What follows belongs to an exercise in optimizing a design on an open flow for small area and a short achievable clock period; a production flow would make more cautious choices.
Function was checked by simulation only, so behaviour that the tests miss may differ from the original.

## RISCV_TOP
module RISCV_TOP (
	input wire CLK,
	input wire RSTn,
	output wire I_MEM_CSN,
	input wire [31:0] I_MEM_DI, 
	output wire [11:0] I_MEM_ADDR, 
	output wire D_MEM_CSN,
	input wire [31:0] D_MEM_DI,
	output wire [31:0] D_MEM_DOUT,
	output wire [11:0] D_MEM_ADDR, 
	output wire D_MEM_WEN,
	output wire [3:0] D_MEM_BE,
	output wire RF_WE,
	output wire [4:0] RF_RA1,
	output wire [4:0] RF_RA2,
	output wire [4:0] RF_WA1,
	input wire [31:0] RF_RD1,
	input wire [31:0] RF_RD2,
	output wire [31:0] RF_WD,
	output wire HALT,                    
	output reg [31:0] NUM_INST,          
	output wire [31:0] OUTPUT_PORT       
	);
	wire [31:0] I = I_MEM_DI;
	wire [2:0] f3 = I[14:12];
	reg [11:1] PC;           
	reg haltReg;
	reg prevHaltA;           
	reg [11:1] PC_next;
	wire [31:0] numInc;
	RINC #(.W(32)) numinc (.a(NUM_INST), .s(numInc));
	always @ (posedge CLK) begin
		if (!RSTn) NUM_INST <= 32'd0;
		else NUM_INST <= numInc;
	end
	wire haltNow = prevHaltA && (I == 32'h00008067);
	always @ (posedge CLK) begin
		if (!RSTn) begin
			PC <= 11'd0;
			haltReg <= 1'b0;
		end
		else begin
			PC <= PC_next;
			if (haltNow) haltReg <= 1'b1;
		end
		prevHaltA <= (I == 32'h00c00093);
	end
	assign HALT = haltReg | haltNow;
	assign I_MEM_CSN = ~RSTn;
	assign D_MEM_CSN = ~RSTn;
	assign I_MEM_ADDR = {PC, 1'b0};
	assign RF_RA1 = I[19:15];
	assign RF_RA2 = I[24:20];
	assign RF_WA1 = I[11:7];
	assign D_MEM_DOUT = RF_RD2;
	assign OUTPUT_PORT = RF_WD;
	wire [6:0] opc = I[6:0];
	wire isR    = (opc == 7'b0110011);
	wire isI    = (opc == 7'b0010011);
	wire isC    = (opc == 7'b0001011);
	wire isLD   = (opc == 7'b0000011);
	wire isST   = (opc == 7'b0100011);
	wire isBR   = (opc == 7'b1100011);
	wire isJAL  = (opc == 7'b1101111);
	wire isJALR = (opc == 7'b1100111);
	wire isLUI  = (opc == 7'b0110111);
	wire isAUI  = (opc == 7'b0010111);
  ...
Size in the first run: roughly 7,400 cells after synthesis, about 310 I/O pins, about 48,000 um^2 of cells after synthesis.
==> module RISCV_TOP, before the edit <==
module RISCV_TOP (
	input wire CLK,
	input wire RSTn,
	output wire I_MEM_CSN,
	input wire [31:0] I_MEM_DI, 
	output wire [11:0] I_MEM_ADDR, 
	output wire D_MEM_CSN,
	input wire [31:0] D_MEM_DI,
	output wire [31:0] D_MEM_DOUT,
	output wire [11:0] D_MEM_ADDR, 
	output wire D_MEM_WEN,
	output wire [3:0] D_MEM_BE,
	output wire RF_WE,
	output wire [4:0] RF_RA1,
	output wire [4:0] RF_RA2,
	output wire [4:0] RF_WA1,
	input wire [31:0] RF_RD1,
	input wire [31:0] RF_RD2,
	output wire [31:0] RF_WD,
	output wire HALT,                    
	output reg [31:0] NUM_INST,          
	output wire [31:0] OUTPUT_PORT       
	);
	wire [31:0] I = I_MEM_DI;
	wire [2:0] f3 = I[14:12];
	reg [11:1] PC;           
	reg haltReg;
	reg prevHaltA;           
	reg [11:1] PC_next;
	wire [31:0] numInc;
	RINC #(.W(32)) numinc (.a(NUM_INST), .s(numInc));
	always @ (posedge CLK) begin
		if (!RSTn) NUM_INST <= 32'd0;
		else NUM_INST <= numInc;
	end
	wire haltNow = prevHaltA && (I == 32'h00008067);
	always @ (posedge CLK) begin
		if (!RSTn) begin
			PC <= 11'd0;
			haltReg <= 1'b0;
		end
		else begin
			PC <= PC_next;
			if (haltNow) haltReg <= 1'b1;
		end
		prevHaltA <= (I == 32'h00c00093);
	end
	assign HALT = haltReg | haltNow;
	assign I_MEM_CSN = ~RSTn;
	assign D_MEM_CSN = ~RSTn;
	assign I_MEM_ADDR = {PC, 1'b0};
	assign RF_RA1 = I[19:15];
	assign RF_RA2 = I[24:20];
	assign RF_WA1 = I[11:7];
	assign D_MEM_DOUT = RF_RD2;
	assign OUTPUT_PORT = RF_WD;
	wire [6:0] opc = I[6:0];
	wire isR    = (opc == 7'b0110011);
	wire isI    = (opc == 7'b0010011);
	wire isC    = (opc == 7'b0001011);
	wire isLD   = (opc == 7'b0000011);
	wire isST   = (opc == 7'b0100011);
	wire isBR   = (opc == 7'b1100011);
	wire isJAL  = (opc == 7'b1101111);
	wire isJALR = (opc == 7'b1100111);
	wire isLUI  = (opc == 7'b0110111);
	wire isAUI  = (opc == 7'b0010111);
	assign RF_WE = isR | isI | isC | isLD | isJALR | isJAL | isLUI | isAUI;
	assign D_MEM_WEN = ~isST;
	wire isMem = isLD | isST;
	assign D_MEM_BE = {4{isMem}} & ((f3[1:0] == 2'b00) ? 4'b0001 :
	                                (f3[1:0] == 2'b01) ? 4'b0011 :
	                                (f3[1:0] == 2'b10) ? 4'b1111 : 4'b0000);
	reg [3:0] op;
	always @(*) begin
		if (isR)       op = {((f3 == 3'b000) || (f3 == 3'b101)) & I[30], f3};
		else if (isI)  op = {(f3 == 3'b101) & I[30], f3};
		else if (isC)  op = {f3, I[25]};
		else if (isLUI) op = 4'b1001;
		else           op = 4'b0000;
	end
	wire [31:0] immI = {{20{I[31]}}, I[31:20]};
	wire [31:0] immS = {{20{I[31]}}, I[31:25], I[11:7]};
	wire [11:0] immB = {I[7], I[30:25], I[11:8], 1'b0};
	wire [11:0] immJ = {I[20], I[30:21], 1'b0};
	wire [31:0] immU = {I[31:12], 12'd0};
	wire useImm = isI | isLD | isJALR | isST | isLUI;
	wire [31:0] B = useImm ? (isST ? immS : (isLUI ? immU : immI)) : RF_RD2;
	wire [31:0] A = RF_RD1;
	wire sub = (op == 4'b1000) | (op == 4'b0010) | (op == 4'b0011) | isBR;
	wire [32:0] sum;
	RCA #(.W(32)) mainadd (.a(A), .b(B ^ {32{sub}}), .cin(sub), .s(sum[31:0]), .co(sum[32]));
	wire [31:0] axb = A ^ B;
	wire eq  = ~|axb;
	wire ltu = ~sum[32];
	wire lt  = (A[31] ^ B[31]) ? A[31] : sum[31];
	wire [4:0] sh = B[4:0];
	wire shl = (op == 4'b0001);
	reg [31:0] shin;
	reg [31:0] shout;
	integer k;
	always @(*) begin
		for (k = 0; k < 32; k = k + 1) shin[k] = shl ? A[31-k] : A[k];
	end
	wire [63:0] shr = {{32{op[3] & A[31]}}, shin} >> sh;
	always @(*) begin
		for (k = 0; k < 32; k = k + 1) shout[k] = shl ? shr[31-k] : shr[k];
	end
	wire [31:0] md;
	MULDIV muldiv (.A(RF_RD1), .B(RF_RD2), .MUL(~I[25]), .C(md));
	wire isMD = isC & (f3 == 3'b111);
	reg [31:0] alu;
	always @(*) begin
		case (op)
			4'b0000, 4'b1000: alu = sum[31:0];
			4'b0111: alu = A & B;
			4'b0110: alu = A | B;
			4'b0100: alu = axb;
			4'b0001, 4'b0101, 4'b1101: alu = shout;
			4'b0010: alu = {31'd0, lt};
			4'b0011: alu = {31'd0, ltu};
			4'b1100: alu = {31'd0, ~A[0]};
			4'b1001: alu = B;
			default: alu = 32'd0;
		endcase
	end
	wire [11:0] pc = {PC, 1'b0};
	wire [11:0] pc4;
	wire [11:0] tgt;
	wire tgtc;
	assign pc4[1:0] = pc[1:0];
	RINC #(.W(10)) pcinc (.a(pc[11:2]), .s(pc4[11:2]));
	RCA #(.W(11)) pcadd (.a(pc[11:1]), .b(isJAL ? immJ[11:1] : immB[11:1]), .cin(1'b0), .s(tgt[11:1]), .co(tgtc));
	assign tgt[0] = 1'b0;
	reg taken;
	always @(*) begin
		case (f3)
			3'b000: taken = eq;
			3'b001: taken = ~eq;
			3'b100: taken = lt;
			3'b101: taken = ~lt;
			3'b110: taken = ltu;
			3'b111: taken = ~ltu;
			default: taken = 1'b0;
		endcase
	end
	wire usePC = isBR | isJAL;
	wire [31:0] res0 = usePC ? {20'd0, tgt} : (isAUI ? {immU[31:12], pc} : alu);
	assign D_MEM_ADDR = isMD ? md[11:0] : res0[11:0];
	always @(*) begin
		if (isJAL | (isBR & taken)) PC_next = tgt[11:1];
		else if (isJALR)           PC_next = sum[11:1];
		else                       PC_next = pc4[11:1];
	end
	reg [31:0] ld;
	always @(*) begin
		case (f3)
			3'b000: ld = {{24{D_MEM_DI[7]}}, D_MEM_DI[7:0]};
			3'b001: ld = {{16{D_MEM_DI[15]}}, D_MEM_DI[15:0]};
			3'b100: ld = {24'd0, D_MEM_DI[7:0]};
			3'b101: ld = {16'd0, D_MEM_DI[15:0]};
			default: ld = D_MEM_DI;
		endcase
	end
	wire [31:0] wd0 = isLD ? ld :
	                  (isJAL | isJALR) ? {20'd0, pc4} :
	                  isBR ? {31'd0, taken} : res0;
	assign RF_WD = isMD ? md : wd0;
endmodule
export LEC_CHECK = 0
export ABC_AREA = 1
export CAP_MARGIN = 20
export CORE_MARGIN = 2
export CORE_UTILIZATION = 60
export SLEW_MARGIN = 20
export SYNTH_HIERARCHICAL = 1
create_clock -name core_clock -period 200.0 [get_ports {CLK}]
standard.sh (not shown) runs the stock make flow with config.mk's settings and CLKGATE_MAP_FILE= SYNTH_SCRIPT=/design/flow/synth_recipe.tcl, a recipe that flattens the netlist after the stock synthesis.
==> flow/flow/run.sh <==
#!/bin/bash
# The standard layout, except that the ports are buffered with the smallest
# buffer (buf_1) instead of the delay buffer buffer_ports picks by default.
set -euo pipefail
bash standard.sh "BUFFER_PORTS_ARGS=-buffer_cell sky130_fd_sc_hd__buf_1" finish > orfs_make.log 2>&1
Next try:
--- a/flow/design.v
+++ b/flow/design.v
@@ -304,20 +304,18 @@
 	reg [3:0] op;
 	always @(*) begin
 		if (isR)       op = {((f3 == 3'b000) || (f3 == 3'b101)) & I[30], f3};
 		else if (isI)  op = {(f3 == 3'b101) & I[30], f3};
 		else if (isC)  op = {f3, I[25]};
-		else if (isLUI) op = 4'b1001;
 		else           op = 4'b0000;
 	end
 	wire [31:0] immI = {{20{I[31]}}, I[31:20]};
 	wire [31:0] immS = {{20{I[31]}}, I[31:25], I[11:7]};
 	wire [11:0] immB = {I[7], I[30:25], I[11:8], 1'b0};
 	wire [11:0] immJ = {I[20], I[30:21], 1'b0};
-	wire [31:0] immU = {I[31:12], 12'd0};
-	wire useImm = isI | isLD | isJALR | isST | isLUI;
-	wire [31:0] B = useImm ? (isST ? immS : (isLUI ? immU : immI)) : RF_RD2;
+	wire useImm = isI | isLD | isJALR | isST;
+	wire [31:0] B = useImm ? (isST ? immS : immI) : RF_RD2;
 	wire [31:0] A = RF_RD1;
 	wire sub = (op == 4'b1000) | (op == 4'b0010) | (op == 4'b0011) | isBR;
 	wire [32:0] sum;
 	RCA #(.W(32)) mainadd (.a(A), .b(B ^ {32{sub}}), .cin(sub), .s(sum[31:0]), .co(sum[32]));
 	wire [31:0] axb = A ^ B;
@@ -325,37 +323,34 @@
 	wire ltu = ~sum[32];
 	wire lt  = (A[31] ^ B[31]) ? A[31] : sum[31];
 	wire [4:0] sh = B[4:0];
 	wire shl = (op == 4'b0001);
 	reg [31:0] shin;
-	reg [31:0] shout;
+	reg [31:0] shrev;
 	integer k;
 	always @(*) begin
 		for (k = 0; k < 32; k = k + 1) shin[k] = shl ? A[31-k] : A[k];
 	end
 	wire [63:0] shr = {{32{op[3] & A[31]}}, shin} >> sh;
 	always @(*) begin
-		for (k = 0; k < 32; k = k + 1) shout[k] = shl ? shr[31-k] : shr[k];
+		for (k = 0; k < 32; k = k + 1) shrev[k] = shr[31-k];
 	end
 	wire [31:0] md;
 	MULDIV muldiv (.A(RF_RD1), .B(RF_RD2), .MUL(~I[25]), .C(md));
 	wire isMD = isC & (f3 == 3'b111);
-	reg [31:0] alu;
-	always @(*) begin
-		case (op)
-			4'b0000, 4'b1000: alu = sum[31:0];
-			4'b0111: alu = A & B;
-			4'b0110: alu = A | B;
-			4'b0100: alu = axb;
-			4'b0001, 4'b0101, 4'b1101: alu = shout;
-			4'b0010: alu = {31'd0, lt};
-			4'b0011: alu = {31'd0, ltu};
-			4'b1100: alu = {31'd0, ~A[0]};
-			4'b1001: alu = B;
-			default: alu = 32'd0;
-		endcase
-	end
+	wire oSum = (op == 4'b0000) | (op == 4'b1000);
+	wire oAnd = (op == 4'b0111);
+	wire oOr  = (op == 4'b0110);
+	wire oXor = (op == 4'b0100);
+	wire oShr = (op == 4'b0101) | (op == 4'b1101);
+	wire oB   = (op == 4'b1001);
+	wire [31:0] alu = ({32{oSum}} & sum[31:0]) | ({32{oAnd}} & (A & B)) |
+	                  ({32{oOr}} & (A | B)) | ({32{oXor}} & axb) |
+	                  ({32{oShr}} & shr[31:0]) | ({32{shl}} & shrev) |
+	                  ({32{oB}} & B) |
+	                  {31'd0, ((op == 4'b0010) & lt) | ((op == 4'b0011) & ltu) |
+	                          ((op == 4'b1100) & ~A[0])};
 	wire [11:0] pc = {PC, 1'b0};
 	wire [11:0] pc4;
 	wire [11:0] tgt;
 	wire tgtc;
 	assign pc4[1:0] = pc[1:0];
@@ -373,12 +368,12 @@
 			3'b111: taken = ~ltu;
 			default: taken = 1'b0;
 		endcase
 	end
 	wire usePC = isBR | isJAL;
-	wire [31:0] res0 = usePC ? {20'd0, tgt} : (isAUI ? {immU[31:12], pc} : alu);
-	assign D_MEM_ADDR = isMD ? md[11:0] : res0[11:0];
+	wire [11:0] res0 = usePC ? tgt : isAUI ? pc : isLUI ? 12'd0 : alu[11:0];
+	assign D_MEM_ADDR = isMD ? md[11:0] : res0;
 	always @(*) begin
 		if (isJAL | (isBR & taken)) PC_next = tgt[11:1];
 		else if (isJALR)           PC_next = sum[11:1];
 		else                       PC_next = pc4[11:1];
 	end
@@ -390,10 +385,14 @@
 			3'b100: ld = {24'd0, D_MEM_DI[7:0]};
 			3'b101: ld = {16'd0, D_MEM_DI[15:0]};
 			default: ld = D_MEM_DI;
 		endcase
 	end
-	wire [31:0] wd0 = isLD ? ld :
-	                  (isJAL | isJALR) ? {20'd0, pc4} :
-	                  isBR ? {31'd0, taken} : res0;
-	assign RF_WD = isMD ? md : wd0;
+	wire isJ = isJAL | isJALR;
+	wire isU = isLUI | isAUI;
+	wire wAlu = ~(isLD | isJ | isBR | isU | isMD);
+	wire [31:0] wd0 = ({32{isLD}} & ld) | ({32{isJ}} & {20'd0, pc4}) |
+	                  {31'd0, isBR & taken} |
+	                  ({32{isU}} & {I[31:12], isAUI ? pc : 12'd0}) |
+	                  ({32{wAlu}} & alu);
+	assign RF_WD = ({32{isMD}} & md) | wd0;
 endmodule
What happened:
- wire length fell by a few percent
- die area fell slightly
- core utilization rose by 0.40 points
- register-to-register slack is worse by 0.05 ns

[afterwards: timing with drivers on the ports]
The flow's constraints put no driver on any port. The routed layouts listed below were extracted and timed again, unchanged, in two steps. Step 1 sets driving cells, clkbuf_16 on the clock port and buf_2 on the other inputs (assumed; they add their load-dependent delay and slew). Step 2 also shifts input and output timing later by t, the mid clock arrival at the registers, as if the neighbouring blocks saw the same clock. a / b / c = ideal / step 1 / step 2; a / b = the first two.
| run | t (ns) | slack for setup (ns) | slew at the worst register clock pin (ns) |
|---|---|---|---|
| the first run | 0.327 | 57.125 / 57.098 / 57.098 | 0.07 / 0.07 |
| the second run | 0.319 | 57.887 / 57.863 / 57.863 | 0.07 / 0.07 |
After both steps every run listed still meets setup and hold. The setup slack of the first run, which loses most, moves by -0.027 ns with the drivers and by -0.027 ns with both steps.
